From an optimization exercise on the open Yosys and OpenROAD flow, aimed at small area, a short achievable clock period and few clock cycles; shortcuts taken in it are not production practice. RTL that was checked went through simulation tests only; none was proved equivalent to the original. The RTL of runs 2 and 4 was laid out without a check of its function. Power and IR drop assume default switching activity.

$ cat config.mk
export PLATFORM = sky130hd
export DESIGN_NAME = filter2d
export DESIGN_NICKNAME = filter2d
export VERILOG_FILES = /design/flow/design.v
export SDC_FILE = /design/flow/constraint.sdc
export NUM_CORES = 4
export LEC_CHECK = 0
export CAP_MARGIN = 20
export CORE_MARGIN = 2
export CORE_UTILIZATION = 40
export SLEW_MARGIN = 20
$ cat constraint.sdc
create_clock -name core_clock -period 10.0 [get_ports {clk}]
set_input_delay 2.0000 -clock core_clock [delete_from_list [all_inputs] [get_ports {clk}]]
set_output_delay 2.0000 -clock core_clock [all_outputs]
set_load 0.01 [all_outputs]
$ cat standard.sh
#!/bin/bash
# synth_recipe.tcl (not shown) runs the flow's synth.tcl, then flattens the netlist and writes it again
# the make line also repeats each setting of config.mk as NAME=value (left out here)
make -C /OpenROAD-flow-scripts/flow DESIGN_CONFIG=/design/flow/config.mk WORK_HOME=/design/flow/orfs CLKGATE_MAP_FILE= SYNTH_SCRIPT=/design/flow/synth_recipe.tcl "${@:-finish}"
$ cat design.v
module filter2d(
                input           clk,
                input           rstn,
                input           start,
                output reg      finish,
                output          cs,
                output          we,
                output [16:0]   addr,
                output [7:0]    din,
                input  [7:0]    dout,
                input           h_write,
                input  [3:0]    h_idx,
                input  [7:0]    h_data
);
reg        run, pend;
reg  [2:0] t;
reg  [7:0] s;
reg  [7:0] b;
wire t_last = (t == 3'd5);
wire done   = (t == 3'd0) && (s == 8'd2) && b[7];
wire go     = (start | pend) && (t_last || (t == 3'd0));
always @(posedge clk or negedge rstn) begin
    if (!rstn) begin
        run    <= 1'b0;
        pend   <= 1'b0;
        t      <= 3'd0;
        finish <= 1'b0;
    end else begin
        t      <= t_last ? 3'd0 : t + 3'd1;
        finish <= run & done;
        if (go) begin
            run  <= 1'b1;
            pend <= 1'b0;
        end else begin
            if (start) pend <= 1'b1;
            if (done)  run  <= 1'b0;
        end
    end
end
always @(posedge clk) begin
    if (go) begin
        s <= 8'd0;
        b <= 8'd0;
    end else if (run && t_last) begin
        s <= s + 8'd1;
        if (s == 8'd255) b <= b + 8'd1;
    end
end
reg         cs_q, we_q;
reg  [16:0] addr_q;
reg  [7:0]  din_q;
assign cs   = cs_q;
assign we   = we_q;
assign addr = addr_q;
assign din  = din_q;
wire [6:0] bm1 = b[6:0] - 7'd1;
wire [6:0] bp1 = b[6:0] + 7'd1;
wire       wprev = (s[7:1] == 7'd0);           
wire [6:0] bw  = wprev ? bm1 : b[6:0];
wire [7:0] sw  = s - 8'd2;
reg        n_cs, n_we;
reg [16:0] n_addr;
always @(*) begin
    n_we = 1'b0;
    case (t)
        3'd0: begin n_addr = {1'b0, bm1,    1'b1, s};  n_cs = (b != 8'd0) && !b[7]; end
        3'd1: begin n_addr = {1'b0, bp1,    1'b0, s};  n_cs = (b[6:0] != 7'd127) && !b[7]; end
        3'd2: begin n_addr = {1'b0, b[6:0], 1'b0, s};  n_cs = !b[7]; end
        3'd3: begin n_addr = {1'b1, bw,     1'b0, sw}; n_cs = !((b == 8'd0) && wprev); n_we = 1'b1; end
        3'd4: begin n_addr = {1'b0, b[6:0], 1'b1, s};  n_cs = !b[7]; end
        default: begin n_addr = {1'b1, bw,  1'b1, sw}; n_cs = !((b == 8'd0) && wprev); n_we = 1'b1; end
    endcase
end
always @(posedge clk or negedge rstn) begin
    if (!rstn) begin
        cs_q <= 1'b0;
        we_q <= 1'b0;
    end else begin
        cs_q <= run & n_cs;
        we_q <= run & n_cs & n_we;
    end
end
always @(posedge clk) addr_q <= n_addr;
reg  [7:0] q00, q01, q02, q10, q11, q12, q20, q21, q22;
reg  [2:0] wph;
always @(posedge clk or negedge rstn) begin
    if (!rstn) wph <= 3'b100;
    else       wph <= {wph[0], wph[2:1]};
end
wire       hw = h_write;
wire i0 = hw && h_idx == 4'd0, i1 = hw && h_idx == 4'd1, i2 = hw && h_idx == 4'd2;
wire i3 = hw && h_idx == 4'd3, i4 = hw && h_idx == 4'd4, i5 = hw && h_idx == 4'd5;
wire i6 = hw && h_idx == 4'd6, i7 = hw && h_idx == 4'd7, i8 = hw && h_idx == 4'd8;
wire w00 = wph[0] & i0 | wph[1] & i3 | wph[2] & i6;
wire w01 = wph[0] & i1 | wph[1] & i4 | wph[2] & i7;
wire w02 = wph[0] & i2 | wph[1] & i5 | wph[2] & i8;
wire w10 = wph[0] & i3 | wph[1] & i6 | wph[2] & i0;
wire w11 = wph[0] & i4 | wph[1] & i7 | wph[2] & i1;
wire w12 = wph[0] & i5 | wph[1] & i8 | wph[2] & i2;
wire w20 = wph[0] & i6 | wph[1] & i0 | wph[2] & i3;
wire w21 = wph[0] & i7 | wph[1] & i1 | wph[2] & i4;
wire w22 = wph[0] & i8 | wph[1] & i2 | wph[2] & i5;
always @(posedge clk or negedge rstn) begin
    if (!rstn) begin
        q00 <= 8'h08; q01 <= 8'h10; q02 <= 8'h08;
        q10 <= 8'h10; q11 <= 8'h20; q12 <= 8'h10;
        q20 <= 8'h08; q21 <= 8'h10; q22 <= 8'h08;
    end else begin
        q00 <= w00 ? h_data : q20;
        q01 <= w01 ? h_data : q21;
        q02 <= w02 ? h_data : q22;
        q10 <= w10 ? h_data : q00;
        q11 <= w11 ? h_data : q01;
        q12 <= w12 ? h_data : q02;
        q20 <= w20 ? h_data : q10;
        q21 <= w21 ? h_data : q11;
        q22 <= w22 ? h_data : q12;
    end
end
reg       rv;
reg [7:0] pd;
wire      pd_en = (t == 3'd2) || (t == 3'd3) || (t == 3'd4) || (t == 3'd0);
always @(posedge clk) begin
    rv <= cs_q;
    if (pd_en) pd <= rv ? dout : 8'd0;
end
reg        mfirst;
reg  [7:0] cf2;
wire       mfirst_n = (t == 3'd2) ? (s == 8'd0) : mfirst;
always @(posedge clk) begin
    mfirst <= mfirst_n;
    cf2    <= q22 & {8{~mfirst_n}};
end
wire [15:0] ms0, mc0, ms1, mc1, ms2, mc2;
mul8cs u_m0 (.a(pd), .b(q00), .s(ms0), .c(mc0));
mul8cs u_m1 (.a(pd), .b(q01), .s(ms1), .c(mc1));
mul8cs u_m2 (.a(pd), .b(cf2), .s(ms2), .c(mc2));
reg [15:0] ps0, pc0, ps1, pc1, ps2, pc2;
always @(posedge clk) begin
    ps0 <= ms0; pc0 <= mc0;
    ps1 <= ms1; pc1 <= mc1;
    ps2 <= ms2; pc2 <= mc2;
end
localparam [19:0] K = 20'd64;
function [21:0] adda;                 
    input [19:0] x;
    input [15:0] ps, pc;
    reg   [19:0] u, v;
    reg   [10:0] lo;
    reg   [9:0]  hi;
    reg   [15:0] p;
    begin
        u    = x ^ {4'd0, ps} ^ {4'd0, pc};
        v    = {(x[18:0] & {3'd0, ps[15:0]}) | (x[18:0] & {3'd0, pc[15:0]}) | ({3'd0, ps[15:0]} & {3'd0, pc[15:0]}), 1'b0};
        lo   = {1'b0, u[9:0]} + {1'b0, v[9:0]};
        hi   = u[19:10] + v[19:10];
        p    = ps + pc;
        adda = {p[15], lo[10], hi, lo[9:0]};
    end
endfunction
function [19:0] fin;
    input [21:0] a;
    begin
        fin = {a[19:10] + {9'd0, a[20]} + {{4{a[21]}}, 6'd0}, a[9:0]};
    end
endfunction
reg  [19:0] fa;
reg  [18:0] ma;
reg  [17:0] na;
reg  [21:0] fb;
reg  [20:0] mb;
reg  [19:0] nb;
wire [21:0] fra = adda(fa, ps2, pc2);
wire [21:0] mra = adda({ma[18], ma}, ps1, pc1);
wire [21:0] nra = adda({{2{na[17]}}, na}, ps0, pc0);
always @(posedge clk) begin
    fb <= fra;
    mb <= {mra[21:20], mra[18:0]};
    nb <= {nra[21:20], nra[17:0]};
end
reg  trb, mkb;        
always @(posedge clk) begin
    trb <= (t == 3'd2) || (t == 3'd3);
    mkb <= ((t == 3'd2) || (t == 3'd3)) && (s == 8'd0);
end
wire [19:0] ff = fin(fb);
wire [19:0] mf = fin({mb[20:19], 1'b0, mb[18:0]});    
wire [19:0] nf = fin({nb[19:18], 2'b0, nb[17:0]});    
always @(posedge clk) begin
    fa <= trb ? {mf[18], mf[18:0]} : ff;
    ma <= trb ? (mkb ? K[18:0] : {nf[17], nf[17:0]}) : mf[18:0];
    na <= trb ? K[17:0] : nf[17:0];
end
wire [7:0] pix = (ff[19:15] != 5'd0) ? 8'hff : ff[14:7];
always @(posedge clk) if (trb) din_q <= pix;
endmodule
module mul8cs(input [7:0] a, input [7:0] b, output [15:0] s, output [15:0] c);
wire pp0_0 = a[0] & b[0];
wire pp0_1 = a[1] & b[0];
wire pp0_2 = a[2] & b[0];
wire pp0_3 = a[3] & b[0];
wire pp0_4 = a[4] & b[0];
wire pp0_5 = a[5] & b[0];
wire pp0_6 = a[6] & b[0];
wire pp0_7 = a[7] & b[0];
wire pp1_0 = a[0] & b[1];
wire pp1_1 = a[1] & b[1];
wire pp1_2 = a[2] & b[1];
wire pp1_3 = a[3] & b[1];
wire pp1_4 = a[4] & b[1];
wire pp1_5 = a[5] & b[1];
wire pp1_6 = a[6] & b[1];
wire pp1_7 = a[7] & b[1];
wire pp2_0 = a[0] & b[2];
wire pp2_1 = a[1] & b[2];
wire pp2_2 = a[2] & b[2];
wire pp2_3 = a[3] & b[2];
wire pp2_4 = a[4] & b[2];
wire pp2_5 = a[5] & b[2];
wire pp2_6 = a[6] & b[2];
wire pp2_7 = a[7] & b[2];
wire pp3_0 = a[0] & b[3];
wire pp3_1 = a[1] & b[3];
wire pp3_2 = a[2] & b[3];
wire pp3_3 = a[3] & b[3];
wire pp3_4 = a[4] & b[3];
wire pp3_5 = a[5] & b[3];
wire pp3_6 = a[6] & b[3];
wire pp3_7 = a[7] & b[3];
wire pp4_0 = a[0] & b[4];
wire pp4_1 = a[1] & b[4];
wire pp4_2 = a[2] & b[4];
wire pp4_3 = a[3] & b[4];
wire pp4_4 = a[4] & b[4];
wire pp4_5 = a[5] & b[4];
wire pp4_6 = a[6] & b[4];
wire pp4_7 = a[7] & b[4];
wire pp5_0 = a[0] & b[5];
wire pp5_1 = a[1] & b[5];
wire pp5_2 = a[2] & b[5];
wire pp5_3 = a[3] & b[5];
wire pp5_4 = a[4] & b[5];
wire pp5_5 = a[5] & b[5];
wire pp5_6 = a[6] & b[5];
wire pp5_7 = a[7] & b[5];
wire pp6_0 = a[0] & b[6];
wire pp6_1 = a[1] & b[6];
wire pp6_2 = a[2] & b[6];
wire pp6_3 = a[3] & b[6];
wire pp6_4 = a[4] & b[6];
wire pp6_5 = a[5] & b[6];
wire pp6_6 = a[6] & b[6];
wire pp6_7 = a[7] & b[6];
wire pp7_0 = a[0] & b[7];
wire pp7_1 = a[1] & b[7];
wire pp7_2 = a[2] & b[7];
wire pp7_3 = a[3] & b[7];
wire pp7_4 = a[4] & b[7];
wire pp7_5 = a[5] & b[7];
wire pp7_6 = a[6] & b[7];
wire pp7_7 = a[7] & b[7];
wire w1 = pp0_6 ^ pp1_5;
wire w2 = pp0_6 & pp1_5;
wire w3 = pp0_7 ^ pp1_6 ^ pp2_5;
wire w4 = (pp0_7 & pp1_6) | (pp0_7 & pp2_5) | (pp1_6 & pp2_5);
wire w5 = pp3_4 ^ pp4_3;
wire w6 = pp3_4 & pp4_3;
wire w7 = pp1_7 ^ pp2_6 ^ pp3_5;
wire w8 = (pp1_7 & pp2_6) | (pp1_7 & pp3_5) | (pp2_6 & pp3_5);
wire w9 = pp4_4 ^ pp5_3;
wire w10 = pp4_4 & pp5_3;
wire w11 = pp2_7 ^ pp3_6 ^ pp4_5;
wire w12 = (pp2_7 & pp3_6) | (pp2_7 & pp4_5) | (pp3_6 & pp4_5);
wire w13 = pp0_4 ^ pp1_3;
wire w14 = pp0_4 & pp1_3;
wire w15 = pp0_5 ^ pp1_4 ^ pp2_3;
wire w16 = (pp0_5 & pp1_4) | (pp0_5 & pp2_3) | (pp1_4 & pp2_3);
wire w17 = pp3_2 ^ pp4_1;
wire w18 = pp3_2 & pp4_1;
wire w19 = w1 ^ pp2_4 ^ pp3_3;
wire w20 = (w1 & pp2_4) | (w1 & pp3_3) | (pp2_4 & pp3_3);
wire w21 = pp4_2 ^ pp5_1 ^ pp6_0;
wire w22 = (pp4_2 & pp5_1) | (pp4_2 & pp6_0) | (pp5_1 & pp6_0);
wire w23 = w2 ^ w3 ^ w5;
wire w24 = (w2 & w3) | (w2 & w5) | (w3 & w5);
wire w25 = pp5_2 ^ pp6_1 ^ pp7_0;
wire w26 = (pp5_2 & pp6_1) | (pp5_2 & pp7_0) | (pp6_1 & pp7_0);
wire w27 = w4 ^ w6 ^ w7;
wire w28 = (w4 & w6) | (w4 & w7) | (w6 & w7);
wire w29 = w9 ^ pp6_2 ^ pp7_1;
wire w30 = (w9 & pp6_2) | (w9 & pp7_1) | (pp6_2 & pp7_1);
wire w31 = w8 ^ w10 ^ w11;
wire w32 = (w8 & w10) | (w8 & w11) | (w10 & w11);
wire w33 = pp5_4 ^ pp6_3 ^ pp7_2;
wire w34 = (pp5_4 & pp6_3) | (pp5_4 & pp7_2) | (pp6_3 & pp7_2);
wire w35 = w12 ^ pp3_7 ^ pp4_6;
wire w36 = (w12 & pp3_7) | (w12 & pp4_6) | (pp3_7 & pp4_6);
wire w37 = pp5_5 ^ pp6_4 ^ pp7_3;
wire w38 = (pp5_5 & pp6_4) | (pp5_5 & pp7_3) | (pp6_4 & pp7_3);
wire w39 = pp4_7 ^ pp5_6 ^ pp6_5;
wire w40 = (pp4_7 & pp5_6) | (pp4_7 & pp6_5) | (pp5_6 & pp6_5);
wire w41 = pp0_3 ^ pp1_2;
wire w42 = pp0_3 & pp1_2;
wire w43 = w13 ^ pp2_2 ^ pp3_1;
wire w44 = (w13 & pp2_2) | (w13 & pp3_1) | (pp2_2 & pp3_1);
wire w45 = w14 ^ w15 ^ w17;
wire w46 = (w14 & w15) | (w14 & w17) | (w15 & w17);
wire w47 = w16 ^ w18 ^ w19;
wire w48 = (w16 & w18) | (w16 & w19) | (w18 & w19);
wire w49 = w20 ^ w22 ^ w23;
wire w50 = (w20 & w22) | (w20 & w23) | (w22 & w23);
wire w51 = w24 ^ w26 ^ w27;
wire w52 = (w24 & w26) | (w24 & w27) | (w26 & w27);
wire w53 = w28 ^ w30 ^ w31;
wire w54 = (w28 & w30) | (w28 & w31) | (w30 & w31);
wire w55 = w32 ^ w34 ^ w35;
wire w56 = (w32 & w34) | (w32 & w35) | (w34 & w35);
wire w57 = w36 ^ w38 ^ w39;
wire w58 = (w36 & w38) | (w36 & w39) | (w38 & w39);
wire w59 = w40 ^ pp5_7 ^ pp6_6;
wire w60 = (w40 & pp5_7) | (w40 & pp6_6) | (pp5_7 & pp6_6);
wire w61 = pp0_2 ^ pp1_1;
wire w62 = pp0_2 & pp1_1;
wire w63 = w41 ^ pp2_1 ^ pp3_0;
wire w64 = (w41 & pp2_1) | (w41 & pp3_0) | (pp2_1 & pp3_0);
wire w65 = w42 ^ w43 ^ pp4_0;
wire w66 = (w42 & w43) | (w42 & pp4_0) | (w43 & pp4_0);
wire w67 = w44 ^ w45 ^ pp5_0;
wire w68 = (w44 & w45) | (w44 & pp5_0) | (w45 & pp5_0);
wire w69 = w46 ^ w47 ^ w21;
wire w70 = (w46 & w47) | (w46 & w21) | (w47 & w21);
wire w71 = w48 ^ w49 ^ w25;
wire w72 = (w48 & w49) | (w48 & w25) | (w49 & w25);
wire w73 = w50 ^ w51 ^ w29;
wire w74 = (w50 & w51) | (w50 & w29) | (w51 & w29);
wire w75 = w52 ^ w53 ^ w33;
wire w76 = (w52 & w53) | (w52 & w33) | (w53 & w33);
wire w77 = w54 ^ w55 ^ w37;
wire w78 = (w54 & w55) | (w54 & w37) | (w55 & w37);
wire w79 = w56 ^ w57 ^ pp7_4;
wire w80 = (w56 & w57) | (w56 & pp7_4) | (w57 & pp7_4);
wire w81 = w58 ^ w59 ^ pp7_5;
wire w82 = (w58 & w59) | (w58 & pp7_5) | (w59 & pp7_5);
wire w83 = w60 ^ pp6_7 ^ pp7_6;
wire w84 = (w60 & pp6_7) | (w60 & pp7_6) | (pp6_7 & pp7_6);
assign s = {1'b0, w84, w82, w80, w78, w76, w74, w72, w70, w68, w66, w64, w62, w61, pp0_1, pp0_0};
assign c = {1'b0, pp7_7, w83, w81, w79, w77, w75, w73, w71, w69, w67, w65, w63, pp2_0, pp1_0, 1'b0};
endmodule
$ cat flow/run.sh
#!/bin/bash
# Standard layout, with the timing repair aimed at a shorter period than the
# clock's (the SDC is unchanged; only repair_timing's setup margin is raised),
# and plain buffers on the ports.
set -euo pipefail
bash standard.sh SETUP_SLACK_MARGIN=7 TNS_END_PERCENT=5 CORE_UTILIZATION=55 CTS_CLUSTER_SIZE=24 CTS_CLUSTER_DIAMETER=80 MATCH_CELL_FOOTPRINT=0 'BUFFER_PORTS_ARGS=-buffer_cell sky130_fd_sc_hd__buf_2' finish > standard.log 2>&1
==> impl_results.md, run 1 <==
- Status: no timing/DRC/antenna violations
- Setup violators final: 0
- CP max FO: 1
- DR vias: 11860
- Post-Place Cells: 2164
- Boundary Pins: 52
- Grt total ovfl: 0
- HP Class: reg2reg
- Min Hold Slack: 404.1 ps
- Initial DRT Pass Iterations: 5
- Mapped Cells: 1707
- Final cell count without fillers: 2210
- Logic pwr share: 0.016
- Metal3 WL: 1300 um
- # DRC: 0
- Yosys top cell by area: dfxtp_1
- Clock share of power: 0.376
- CORE AREA: 0.03362 mm2
- Min Tclk post-route: 3120 ps
- M1 WL: 18440 um
- Layout cell share with drive strength beyond 1: 0.1341
- Slew of the pin with the lowest slew margin: 996.1 ps
- Pwr Density: 114.6 mW/mm2
- Top sig layer: met4
- Seq pwr share: 0.608
- Clock skew: 21.84 ps
- Starting Density: 0.5611
- Synth Warn #: 1
- Worst EP arrival: 1120 ps
- Clock sinks: 351
- Post-Syn Area per Cell: 11.05 um2
- Worst path required time: 8000 ps
- IO buf count: 51
- Max-slew violation count: 0
- CTS tree: done
- Die X-Extent: 189.2 um
- First-pass GRT wire length: 64970 um
- Final number of hold-violating endpoints: 0
- RSZ-0062 raised after global routing: yes
- Worst Setup Start Kind: register
- Crit-path leading delay family: flip-flops
- Critical path buffers and inverters: 1
- Largest stage delay, worst path: 440 ps
- Max Fclk: 320.5 MHz
- Ys async rst share: 0.2365
- Max-cap violations: 0
- Vias in the first global route: 12310
- Yosys top cell area share: 0.2674
- Post-DRT Antenna Nets: 0
- Final core occ: 0.6064
- Die area: 0.03579 mm2
- Clock buffer depth: 3
- Clk Latency, worst-skew pair: 540 ps
- Synthesized area: 0.01886 mm2
- Root buffer cell: clkbuf_16
- DP HPWL: 29120 um
- Number of synthesized flops with an enable pin: 16
- Sequential area share after synthesis: 0.4037
- Sequential Area: 0.007616 mm2
- Top cells by area, synth: dfxtp_1 (27%), fa_1 (16%), dfrtp_1 (9.7%)
- Row count: 67
- Worst-path clk slew: 90 ps
- Ys flop type: dfxtp_1
- Area of the multi-input gates: 0.01059 mm2
- CP Cell Sequence: buf_6
- Area Growth Syn to Fin: 8.072%
- Metal2 WL: 18630 um
- Setup TNS: 0 ps
- Global-route usage over all layers: 0.2279
- Cts bufs inserted: 20
- DR iter-0 viols: 578
- Internal Power: 1.823 mW
- Number of vias per cell: 5.367
- Crit-path slowest cell: edfxtp_1
- Syn nets: 2013
- Fill cells: 2850
- Routed Wire Length: 39460 um
- Nets: 2053
- Synth cell types: 85
- Switch Pwr: 0.5117 mW
- Largest net degree at the start of global routing: 84
- Relative slew margins: 0.3359
- Initial antenna violation count: 0
- Gpl congestion: 0.8562
- Die height: 189.2 um
- Commonest cells after routing, fill and taps aside: dfxtp_1 (251), and2_1 (162), inv_1 (156), fa_1 (153), ha_1 (129)
- Switch share: 0.2191
- CP Capture Type: output port
- Tcrit/Tclk final: 0.3120
- Critical Setup Path Class: reg2out
- Commonest non-fill, non-tap cell in the layout: dfxtp_1
- H-tree Lvls: 1
- Synth Register Bits: 351
- Wirelength per Cell: 17.85 um
- Pleak: 9.763 nW
- Worst vdd ir: 0.1065 mV
synthesized netlist by cell type (all sizes together) (4+ instances only):
cell       n
a211oi     6
buf       15
nand2b    12
clkbuf    30
o22ai      9
fa       153
and3      11
dfxtp    252
nand4     12
nand2    127
nand3     22
nor3      16
a21o      14
o21a       4
a21oi     53
dfrtp     73
a311oi     4
nor2b     23
edfxtp    16
mux2      85
nor2      67
dfstp     10
nor4       6
a22oi     10
xor2      22
ha       129
o2111ai    5
o211ai    11
xnor2     52
and4       4
inv      156
o21ai     52
a31oi     12
or3        7
or2        9
and2     162
nor3b      5
o21bai     5
registers in the layout (all words and copies together), names as in the netlist, 14 cells and up:
signal / cells
ps0: 15
pc1: 14
mb: 21
fb: 22
addr_q: 17
pc0: 14
ps2: 15
pc2: 14
nb: 20
ma: 19
fa: 20
na: 18
ps1: 15
final timing paths:
kind / from / endpoint / slack [ps] / cells after the start
max: din_q[2] / din[2] / 6880 / 1
min: cs_q / rv / 400 / 0
max reg2reg: pd[3] / pc0[7] / 7030 / 7
min reg2reg: cs_q / rv / 400 / 0
max in group asynchronous: rstn / pend / 7990 / 1
min in group asynchronous: rstn / wph[0] / 1480 / 1
per-stage QoR:
stage	power, mW	cell area (um2)	setup slack (ps)
after global routing	2.421	20380	6829
after detailed placement	1.481	19630	6491
after floorplan	1.456	19030	6774
after global placement	1.481	19630	6521
final	2.335	20390	6880
after CTS	2.373	20370	6824
timing repair:
item,CTS,global route
hold buffers,0,0
setup buffers,9,0
endpoints found under the setup margin,47,61
pin swaps,0,0
resized for setup,0,1
cell type report:
class	instances	share of cell area
tap	448	0.02750
multi-input combinational	1154	0.5193
antenna	2	0.0002455
clock buffer	27	0.02682
inverter	157	0.02891
sequential	351	0.3736
clock inverter	8	0.004174
timing repair buffer	63	0.01946
power groups by stage:
stage	combinational [mW]	sequential [mW]	clock, mW
global route	0.0404	1.42	0.960
floorplan	0.0103	1.45	0
CTS	0.0378	1.42	0.916
finish	0.0371	1.42	0.879
detailed placement	0.0246	1.46	0
global placement	0.0243	1.46	0
layer usage:
metal | GRT usage | vias up
met5 | 0 | -
met4 | 0.05919 | 0
met3 | 0.02447 | 58
met2 | 0.3832 | 218
met1 | 0.3164 | 5831
li1 | - | 5754
cells by family after synthesis:
| group | Yosys count | share of synthesized area |
|---|---|---|
| AO/OA/AOI/OAI | 213 | 0.07343 |
| XOR/XNOR | 74 | 0.03436 |
| adder cells (fa/ha/maj) | 283 | 0.2485 |
| buffers and inverters | 202 | 0.04371 |
| flip-flops | 351 | 0.4037 |
| multiplexers | 88 | 0.05234 |
| AND/OR/NAND/NOR | 496 | 0.1439 |
Testbench counts, summed over its fixed seeds: cycles 1,573,008.
==> run 2, diff against run 1 <==
--- a/design.v
+++ b/design.v
@@ -192,7 +192,11 @@
     na <= trb ? K[17:0] : nf[17:0];
 end
 wire [7:0] pix = (ff[19:15] != 5'd0) ? 8'hff : ff[14:7];
-always @(posedge clk) if (trb) din_q <= pix;
+reg  [7:0] dh;
+always @(posedge clk) begin
+    if (trb) dh <= pix;
+    din_q <= trb ? pix : dh;
+end
 endmodule
 module mul8cs(input [7:0] a, input [7:0] b, output [15:0] s, output [15:0] c);
 wire pp0_0 = a[0] & b[0];
==> flow/run.sh (replaced) <==
#!/bin/bash
# Standard layout, with the timing repair aimed at a shorter period than the
# clock's (the SDC is unchanged; only repair_timing's setup margin is raised),
# and plain buffers on the ports.
set -euo pipefail
bash standard.sh SETUP_SLACK_MARGIN=7 TNS_END_PERCENT=5 CORE_UTILIZATION=65 CTS_CLUSTER_SIZE=24 CTS_CLUSTER_DIAMETER=80 MATCH_CELL_FOOTPRINT=0 'BUFFER_PORTS_ARGS=-buffer_cell sky130_fd_sc_hd__buf_2' finish > standard.log 2>&1
==> run 2 against run 1 <==
Net effect:
- first-iteration DRC count decreased by 15%
- via count increased by 0.59%
- fmax increased by 2.3%
- routed wire length decreased by 5.0%
- clock power decreased by 7.3%
- power decreased by 2.8%
- global-route usage increased by 2.7 points
- sequential share of layout area increased by 0.28 points
- count of clock-buffer cells in the layout increased by 1
- non-clock buffer count increased by 7
- highest routed layer unchanged
==> impl_results.md, run 2 <==
- Status: no timing/DRC/antenna violations
- Synth Warn #: 1
- Total Power: 2.271 mW
- Clock skew: 22.38 ps
- Gpl congestion: 0.8602
- Clk Latency, worst-skew pair: 530 ps
- Max-slew violation count: 0
- Initial DRT Pass Iterations: 4
- Top-count cell post-synth: dfxtp_1
- Post-Syn Area per Cell: 11.05 um2
- Crit-path leading delay family: flip-flops
- Worst Setup Start Kind: register
- Row count: 62
- Setup violators final: 0
- Worst EP arrival: 1050 ps
- Top cells by area, synth: dfxtp_1 (27%), fa_1 (16%), dfrtp_1 (9.7%)
- Final number of hold-violating endpoints: 0
- Setup slack, reg-to-reg: 7060 ps
- Register-to-Register Path Depth: 7
- Pleak: 9.739 nW
- Worst-path clk slew: 90 ps
- Area Growth Syn to Fin: 7.263%
- Ys flop type: dfxtp_1
- DP Worst Slack: 6481 ps
- Boundary Pins: 52
- Root buffer cell: clkbuf_16
- Hold Path Cell Cnt: 0
- Hold Path Sink: addr_q[0]
- DR iter-0 viols: 493
- Antenna Cells: 0
- Critical path buffers and inverters: 1
- CTS tree: done
- Die X-Extent: 174.4 um
- Max-cap violations: 0
- Layout cell share with drive strength beyond 1: 0.1334
- Worst vdd ir: 0.1203 mV
- Crit-path slowest cell: dfrtp_1
- Global-route usage over all layers: 0.2545
- Syn nets: 2013
- Mapped Cells: 1707
- Final core occ: 0.7068
- Number of synthesized flops with an enable pin: 16
- RSZ-0062 raised after global routing: yes
- Grt total ovfl: 0
- Fill cells: 2110
- Largest Register: fb
- Synthesized area: 0.01886 mm2
- # DRC: 0
- Synth Register Bits: 351
- Slew of the pin with the lowest slew margin: 1078 ps
- DP HPWL: 27240 um
- Largest net degree at the start of global routing: 84
- R2r startpoint: q01[0]
- Tcrit/Tclk final: 0.3051
- CP Capture Type: output port
- First-pass GRT wire length: 62240 um
- IO buf count: 51
- Yosys top cell by area: dfxtp_1
- CP max FO: 1
- FF-to-FF End: pc1[7]
- Nets: 2058
- HP Class: reg2reg
- DR vias: 11930
- Initial antenna violation count: 0
- Relative slew margins: 0.2797
- Routed Wire Length: 37470 um
- CP Cell Sequence: buf_2
- Commonest cells after routing, fill and taps aside: dfxtp_1 (251), and2_1 (162), inv_1 (156), fa_1 (153), ha_1 (129)
- Top flop regs: fb: 22 flops, mb: 21 flops
- Largest register FFs: 22
- Ys async rst share: 0.2365
- Worst setup margin: 6949 ps
- Starting Density: 0.6590
- Max Fclk: 327.8 MHz
- Critical Setup Path Class: reg2out
- Vias in the first global route: 12620
- Largest stage delay, worst path: 390 ps
- Setup TNS: 0 ps
- Cts bufs inserted: 18
- Hold_sp: s[0]
- Die height: 174.4 um
- Min Tclk post-route: 3051 ps
- Synth cell types: 85
- Hold_buf cts: 0
- Top post-synthesis cells by count: dfxtp_1 (252), and2_1 (162), inv_1 (156), fa_1 (153), ha_1 (129)
- CP Launch Point: finish
- Die area: 0.03040 mm2
- CORE AREA: 0.02863 mm2
- Pwr Density: 112.2 mW/mm2
- Clock sinks: 351
- Post-DRT Antenna Nets: 0
- Clock buffer depth: 3
- Wirelength per Cell: 17.47 um
- Sequential area share after synthesis: 0.4037
- Commonest non-fill, non-tap cell in the layout: dfxtp_1
- H-tree Lvls: 1
- Yosys top cell area share: 0.2674
- Number of vias per cell: 5.562
- Min Hold Slack: 440.5 ps
- Worst path required time: 8000 ps
[run 2: cell counts after synthesis]
Identical to the previous run, type by type.
[run 2: where the power goes]
| group | internal [mW] | total (mW) | switching, mW |
|---|---|---|---|
| logic | 0.0108 | 0.0405 | 0.0297 |
| clock network | 0.369 | 0.815 | 0.446 |
| registers | 1.41 | 1.42 | 0.00249 |
[run 2: through the flow]
| stage | instances | instance area (um2) |
|---|---|---|
| 2_1_floorplan | 1707 | 19030 |
| 5_1_grt | 2145 | 20230 |
| 3_3_place_gp | 2102 | 19570 |
| 4_1_cts | 2138 | 20160 |
| 6_report | 2145 | 20230 |
| 3_5_place_dp | 2102 | 19570 |
[run 2: routing by layer]
layer  GRT usage  vias to the layer above  routed length (um)
li1            -                     5746                   -
met1      0.3269                     5922               16650
met2      0.4573                      200               18760
met3     0.03259                       63                1266
met4     0.06232                        0                 804
met5           0                        -                   0
[run 2: final cells by class]
cell class              count  area (um2)  area share
multi-input cells        1154       10590      0.5232
flip-flops and latches    351        7616      0.3764
inverters                 157       589.3     0.02913
clock buffers              28       529.3     0.02616
well taps                 384       480.5     0.02375
repair buffers             70       424.2     0.02096
clock inverters             1       7.507   0.0003710
[run 2: worst max path at each step]
stage	depth (start not counted)	to	slack (ps)
final	1	finish	6950
after global routing	1	finish	6910
after CTS	1	finish	6910
after detailed placement	6	q12[7]	6480
after global placement	6	q00[6]	6540
after floorplan	5	q00[0]	6770
[run 2: cells by family (layout without fill, tap and decap cells)]
family | count (synthesis) | count (layout) | share of synthesized area
mux | 88 | 88 | 0.05234
xor+xnor | 74 | 74 | 0.03436
simple gates | 496 | 496 | 0.1439
fa+ha+maj | 283 | 283 | 0.2485
buf+inv | 202 | 256 | 0.04371
flops | 351 | 351 | 0.4037
compound gates | 213 | 213 | 0.07343
[run 2: what timing repair did]
item,in CTS,in global routing
hold endpoints to repair,0,0
gates resized for setup,0,0
setup buffers,7,7
setup endpoints to repair,40,80
==> run 3, diff against run 2 <==
--- a/design.v
+++ b/design.v
@@ -192,11 +192,7 @@
     na <= trb ? K[17:0] : nf[17:0];
 end
 wire [7:0] pix = (ff[19:15] != 5'd0) ? 8'hff : ff[14:7];
-reg  [7:0] dh;
-always @(posedge clk) begin
-    if (trb) dh <= pix;
-    din_q <= trb ? pix : dh;
-end
+always @(posedge clk) if (trb) din_q <= pix;
 endmodule
 module mul8cs(input [7:0] a, input [7:0] b, output [15:0] s, output [15:0] c);
 wire pp0_0 = a[0] & b[0];
==> run 3 against run 2 <==
Net effect:
- highest routed layer unchanged
- still clean
- worst setup slack is the same
- sequential share of layout area is the same
- die area is the same
- largest cell class unchanged
- critical path type unchanged
- synthesized cell count is the same
==> impl_results.md, run 3 <==
- Status: no timing/DRC/antenna violations
- Post-DRT Antenna Nets: 0
- Placement Cell Area: 0.01957 mm2
- Layout cell share with drive strength beyond 1: 0.1334
- Routed Wire Length: 37470 um
- Post-Place Cells: 2102
- Number of vias per cell: 5.562
- Pleak: 9.739 nW
- Tcrit/Tclk final: 0.3051
- Top flop regs: fb: 22 flops, mb: 21 flops
- Commonest non-fill, non-tap cell in the layout: dfxtp_1
- Grt total ovfl: 0
- Ys flop type: dfxtp_1
- Post-CTS Resized: 0
- DR iter-0 viols: 493
- Setup violators final: 0
- Slew of the pin with the lowest slew margin: 1078 ps
- Pwr Density: 112.2 mW/mm2
- Top-count cell post-synth: dfxtp_1
- Syn nets: 2013
- Largest Register: fb
- Antenna Cells: 0
- Die height: 174.4 um
- Global-route usage over all layers: 0.2545
- Metal3 WL: 1266 um
- Sequential area share after synthesis: 0.4037
- Final number of hold-violating endpoints: 0
- Nets: 2058
- Synth cell types: 85
- Clock skew: 22.38 ps
- Vias in the first global route: 12620
- First-pass GRT wire length: 62240 um
- Initial antenna violation count: 0
- Synth Warn #: 1
- RSZ-0062 raised after global routing: yes
- Largest register FFs: 22
- M1 WL: 16650 um
- Die area: 0.03040 mm2
- Clk Latency, worst-skew pair: 530 ps
- Final core occ: 0.7068
- Die X-Extent: 174.4 um
- Worst-path clk slew: 90 ps
- Metal2 WL: 18760 um
- Row count: 62
- Top sig layer: met4
- Setup TNS: 0 ps
- Area Growth Syn to Fin: 7.263%
- DP HPWL: 27240 um
- Number of synthesized flops with an enable pin: 16
- Post-route design area: 0.02023 mm2
- Min Tclk post-route: 3051 ps
- H-tree Lvls: 1
- Top post-synthesis cells by count: dfxtp_1 (252), and2_1 (162), inv_1 (156), fa_1 (153), ha_1 (129)
- DR vias: 11930
- Critical path buffers and inverters: 1
- Max-cap violations: 0
- Hold_buf cts: 0
- Starting Density: 0.6590
- Max-slew violation count: 0
- CTS tree: done
- Wirelength per Cell: 17.47 um
- Crit-path slowest cell: dfrtp_1
- CP Cell Sequence: buf_2
- Top cells by area, synth: dfxtp_1 (27%), fa_1 (16%), dfrtp_1 (9.7%)
- Mapped Cells: 1707
- Boundary Pins: 52
- Root buffer cell: clkbuf_16
- Synth Register Bits: 351
- DP Worst Slack: 6481 ps
- Ys async rst share: 0.2365
- Gpl congestion: 0.8602
- Clock sinks: 351
- HP Class: reg2reg
- Cts bufs inserted: 18
- Worst EP arrival: 1050 ps
- Synthesized area: 0.01886 mm2
- CP Capture Type: output port
- # DRC: 0
- IO buf count: 51
- CP max FO: 1
- Worst Setup Start Kind: register
- Post-Syn Area per Cell: 11.05 um2
- Clock buffer depth: 3
- Worst setup margin: 6949 ps
- CORE AREA: 0.02863 mm2
- Max Fclk: 327.8 MHz
- Yosys top cell by area: dfxtp_1
- Largest stage delay, worst path: 390 ps
- Commonest cells after routing, fill and taps aside: dfxtp_1 (251), and2_1 (162), inv_1 (156), fa_1 (153), ha_1 (129)
- Yosys top cell area share: 0.2674
- Worst path required time: 8000 ps
- Relative slew margins: 0.2797
- Critical Setup Path Class: reg2out
- Worst vdd ir: 0.1203 mV
- Initial DRT Pass Iterations: 4
- Final cell count without fillers: 2145
- Crit-path leading delay family: flip-flops
- Largest net degree at the start of global routing: 84
[run 3: logic make-up after synthesis]
| logic type | Yosys count | share of synthesized area |
|---|---|---|
| multiplexers | 88 | 0.05234 |
| flip-flops | 351 | 0.4037 |
| AO/OA/AOI/OAI | 213 | 0.07343 |
| XOR/XNOR | 74 | 0.03436 |
| AND/OR/NAND/NOR | 496 | 0.1439 |
| adder cells (fa/ha/maj) | 283 | 0.2485 |
| buffers and inverters | 202 | 0.04371 |
[run 3: final timing paths]
kind | startpoint | to | slack (ps) | cells after the start
setup / recovery | finish | finish | 6950 | 1
hold / removal | s[0] | addr_q[0] | 440 | 0
setup reg to reg | q01[0] | pc1[7] | 7060 | 7
hold reg to reg | s[0] | addr_q[0] | 440 | 0
max in group asynchronous | rstn | q02[0] | 8000 | 1
min in group asynchronous | rstn | we_q | 1490 | 1
[run 3: final cells by class]
type,count,area (um2)
clock buffers,28,529.3
well taps,384,480.5
repair buffers,70,424.2
multi-input cells,1154,10590
clock inverters,1,7.507
fillers,2110,8392
flip-flops and latches,351,7616
inverters,157,589.3
[run 3: layer usage]
metal / global-route usage / vias to the layer above
met5: 0 / -
met4: 0.06232 / 0
met3: 0.03259 / 63
met2: 0.4573 / 200
met1: 0.3269 / 5922
li1: - / 5746
[run 3: repair_timing]
| item | in CTS | in global routing |
|---|---|---|
| setup buffers | 7 | 7 |
| cloned | 0 | 0 |
| endpoints found under the setup margin | 40 | 80 |
[run 3: per-stage QoR]
step           hold WS (ps)  power (mW)
2_1_floorplan         351.9       1.456
3_3_place_gp          374.7       1.480
3_5_place_dp          368.1       1.481
4_1_cts               400.0       2.291
5_1_grt               452.1       2.346
6_report              440.5       2.271
[run 3: power by group]
group	total (mW)	leakage [nW]	switching [mW]	internal [mW]
sequential	1.42	3.28	0.00249	1.41
clock	0.815	0.257	0.446	0.369
combinational	0.0405	6.21	0.0297	0.0108
total	2.27	9.74	0.479	1.79
Testbench counts of run 3, summed over its fixed seeds: cycles 1,573,008.
==> run 4, diff against run 3 <==
--- a/design.v
+++ b/design.v
@@ -192,7 +192,14 @@
     na <= trb ? K[17:0] : nf[17:0];
 end
 wire [7:0] pix = (ff[19:15] != 5'd0) ? 8'hff : ff[14:7];
-always @(posedge clk) if (trb) din_q <= pix;
+reg  [7:0] dh;
+reg        in3, in4;      
+always @(posedge clk) begin
+    in3 <= (t == 3'd3);
+    in4 <= (t == 3'd4);
+    if (in3) dh <= pix;
+    din_q <= in4 ? dh : pix;
+end
 endmodule
 module mul8cs(input [7:0] a, input [7:0] b, output [15:0] s, output [15:0] c);
 wire pp0_0 = a[0] & b[0];
==> run 4 against run 3 <==
Net effect:
- synthesized cell count up 1.7%
- register-to-register slack barely moved
- clock power rose by 2%
- power is 2.2% higher
- cell count increased by 0.84%
- clock skew grew 10 ps
- synthesized area is 1.3% higher
- critical path type unchanged
==> impl_results.md, run 4 <==
- Global-route usage over all layers: 0.2619
- Yosys top cell area share: 0.2745
- Top flop regs: fb: 22 flops, mb: 21 flops
- Commonest cells after routing, fill and taps aside: dfxtp_1 (261), and2_1 (160), fa_1 (153), inv_1 (145), ha_1 (130)
- Worst vdd ir: 0.1556 mV
- Worst path required time: 8000 ps
- Area Growth Syn to Fin: 6.365%
- Mapped Cells: 1736
- Critical Setup Path Class: reg2out
- Internal Power: 1.826 mW
- Layout cell share with drive strength beyond 1: 0.1192
- R2r startpoint: pd[3]
- Die X-Extent: 175.5 um
- Cts bufs inserted: 19
- IO buf count: 51
- Final core occ: 0.7043
- Setup violators final: 0
- Max-cap violations: 0
- Antenna Cells: 0
- Largest register FFs: 22
- Post-DRT Antenna Nets: 0
- DP HPWL: 27820 um
- Clock skew: 32.81 ps
- Crit-path slowest cell: dfrtp_1
- Row count: 62
- Relative slew margins: 0.3477
- DR iter-0 viols: 655
- DP Worst Slack: 6370 ps
- Max Fclk: 326.6 MHz
- Status: no timing/DRC/antenna violations
- Synth Warn #: 1
- Vias in the first global route: 12660
- # DRC: 0
- CP max FO: 1
- Pwr Density: 114.2 mW/mm2
- Post-Syn Area per Cell: 11.01 um2
- Logic pwr share: 0.016
- Top-count cell post-synth: dfxtp_1
- Wirelength per Cell: 17.75 um
- Hold_buf cts: 0
- Seq pwr share: 0.628
- Die height: 175.5 um
- Final number of hold-violating endpoints: 0
- Final cell count without fillers: 2163
- Worst-path clk slew: 90 ps
- First-pass GRT wire length: 64270 um
- Hold_sp: cs_q
- HP Class: reg2reg
- CP Launch Point: finish
- Starting Density: 0.6622
- Min Hold Slack: 390.8 ps
- Worst EP arrival: 1060 ps
- Synth Register Bits: 361
- Largest stage delay, worst path: 400 ps
- Gpl congestion: 0.8529
- Ys async rst share: 0.2299
- Tcrit/Tclk final: 0.3062
- Synth cell types: 80
- Boundary Pins: 52
- Clock buffer depth: 3
- Largest net degree at the start of global routing: 84
- Clk Latency, worst-skew pair: 540 ps
- Post-Place Cells: 2124
- Die area: 0.03078 mm2
- Largest Register: fb
- Synthesized area: 0.01911 mm2
- CORE AREA: 0.02886 mm2
- Crit-path leading delay family: flip-flops
- Sequential area share after synthesis: 0.4090
- CTS tree: done
- Top cells by area, synth: dfxtp_1 (27%), fa_1 (16%), dfrtp_1 (9.6%)
- Yosys top cell by area: dfxtp_1
- Routed Wire Length: 38390 um
- Switch share: 0.2134
- Nets: 2076
- Worst Setup Start Kind: register
- Number of vias per cell: 5.629
- Placement Cell Area: 0.01970 mm2
- Grt total ovfl: 0
- Syn nets: 2043
- Clock share of power: 0.357
- Number of synthesized flops with an enable pin: 16
- CP Cell Sequence: buf_2
- Total Power: 2.322 mW
- Initial DRT Pass Iterations: 7
- Min Tclk post-route: 3062 ps
- Commonest non-fill, non-tap cell in the layout: dfxtp_1
- Top post-synthesis cells by count: dfxtp_1 (262), and2_1 (160), fa_1 (153), inv_1 (145), ha_1 (130)
- Worst setup margin: 6938 ps
- Initial antenna violation count: 1
- RSZ-0062 raised after global routing: yes
- Slew of the pin with the lowest slew margin: 978.4 ps
- Fill cells: 2189
- Critical path buffers and inverters: 1
- Root buffer cell: clkbuf_16
- Setup TNS: 0 ps
- Ys flop type: dfxtp_1
- H-tree Lvls: 1
- Max-slew violation count: 0
- CP Capture Type: output port
- DR vias: 12180
- Post-route design area: 0.02032 mm2
- Pleak: 9.803 nW
- Clock sinks: 361
- Switch Pwr: 0.4953 mW
-- run 4: final cells by class --
type	count	area (um2)	area share
clock buffer	27	515.5	0.02536
clock inverter	4	26.28	0.001293
inverter	148	555.5	0.02733
multi-input combinational	1176	10570	0.5199
sequential	361	7816	0.3846
tap	384	480.5	0.02364
timing repair buffer	63	362.8	0.01785
-- run 4: timing repair --
item,CTS,global route
endpoints found under the hold margin,0,0
cloned,0,0
setup endpoints to repair,54,57
gates resized for setup,0,1
setup buffers,8,0
pin swaps,0,0
-- run 4: worst paths after layout --
path	endpoint	cells after the start	slack (ps)
setup / recovery	finish	1	6940
hold / removal	rv	0	390
setup reg to reg	pc1[9]	7	7050
hold reg to reg	rv	0	390
max in group asynchronous	q21[1]	1	8000
min in group asynchronous	pend	1	1480
-- run 4: kinds of logic after synthesis --
group                      synth area share
AOI/OAI and AO/OA                   0.07694
xor gates and xnor gates            0.03477
adders and majority gates            0.2460
buffers and inverters               0.04047
DFF                                  0.4090
muxes                               0.04917
and+or+nand+nor                      0.1437
-- run 4: power by group through the flow --
stage                     sequential [mW]  clock [mW]  combinational [mW]
after global placement               1.49           0              0.0250
final                                1.46       0.828              0.0365
after detailed placement             1.49           0              0.0255
after floorplan                      1.49           0             0.00944
after CTS                            1.46       0.854              0.0364
after global routing                 1.46       0.903              0.0397
-- run 4: per-layer routing --
metal,part of all wire,up-vias,global-route usage
li1,-,5834,-
met1,0.46,6055,0.3682
met2,0.47,224,0.4385
met3,0.036,63,0.02662
met4,0.029,0,0.07025
met5,0,-,0

static timing again, ports no longer ideal:
Ports are ideal in the flow. The routed layouts listed here were re-timed in OpenROAD. Step 1, drivers: a clkbuf_16 drives clk and a buf_2 each remaining input, both assumed. Step 2 adds t to the input delays and takes it off the output delays; t is the mean of the earliest and latest rising clock arrival at the registers after step 1. Input paths then give back, and output paths get back, about the clock's delay inside the block. Three values: ideal, step 1, step 2; two values: the first two.
run	t (ns)	setup WS [ns]	hold WS [ns]	slew at the worst register clock pin (ns)	worst data-port slew with drivers (ns)
run 1	0.581	6.880 / 6.828 / 6.492	0.404 / 0.404 / 0.404	0.10 / 0.10	0.06
run 2	0.570	6.949 / 6.899 / 6.490	0.440 / 0.440 / 0.440	0.10 / 0.10	0.04
run 3	0.570	6.949 / 6.899 / 6.490	0.440 / 0.440 / 0.440	0.10 / 0.10	0.04
run 4	0.572	6.938 / 6.887 / 6.479	0.391 / 0.391 / 0.391	0.10 / 0.10	0.05
After both steps every run listed still meets setup and hold.
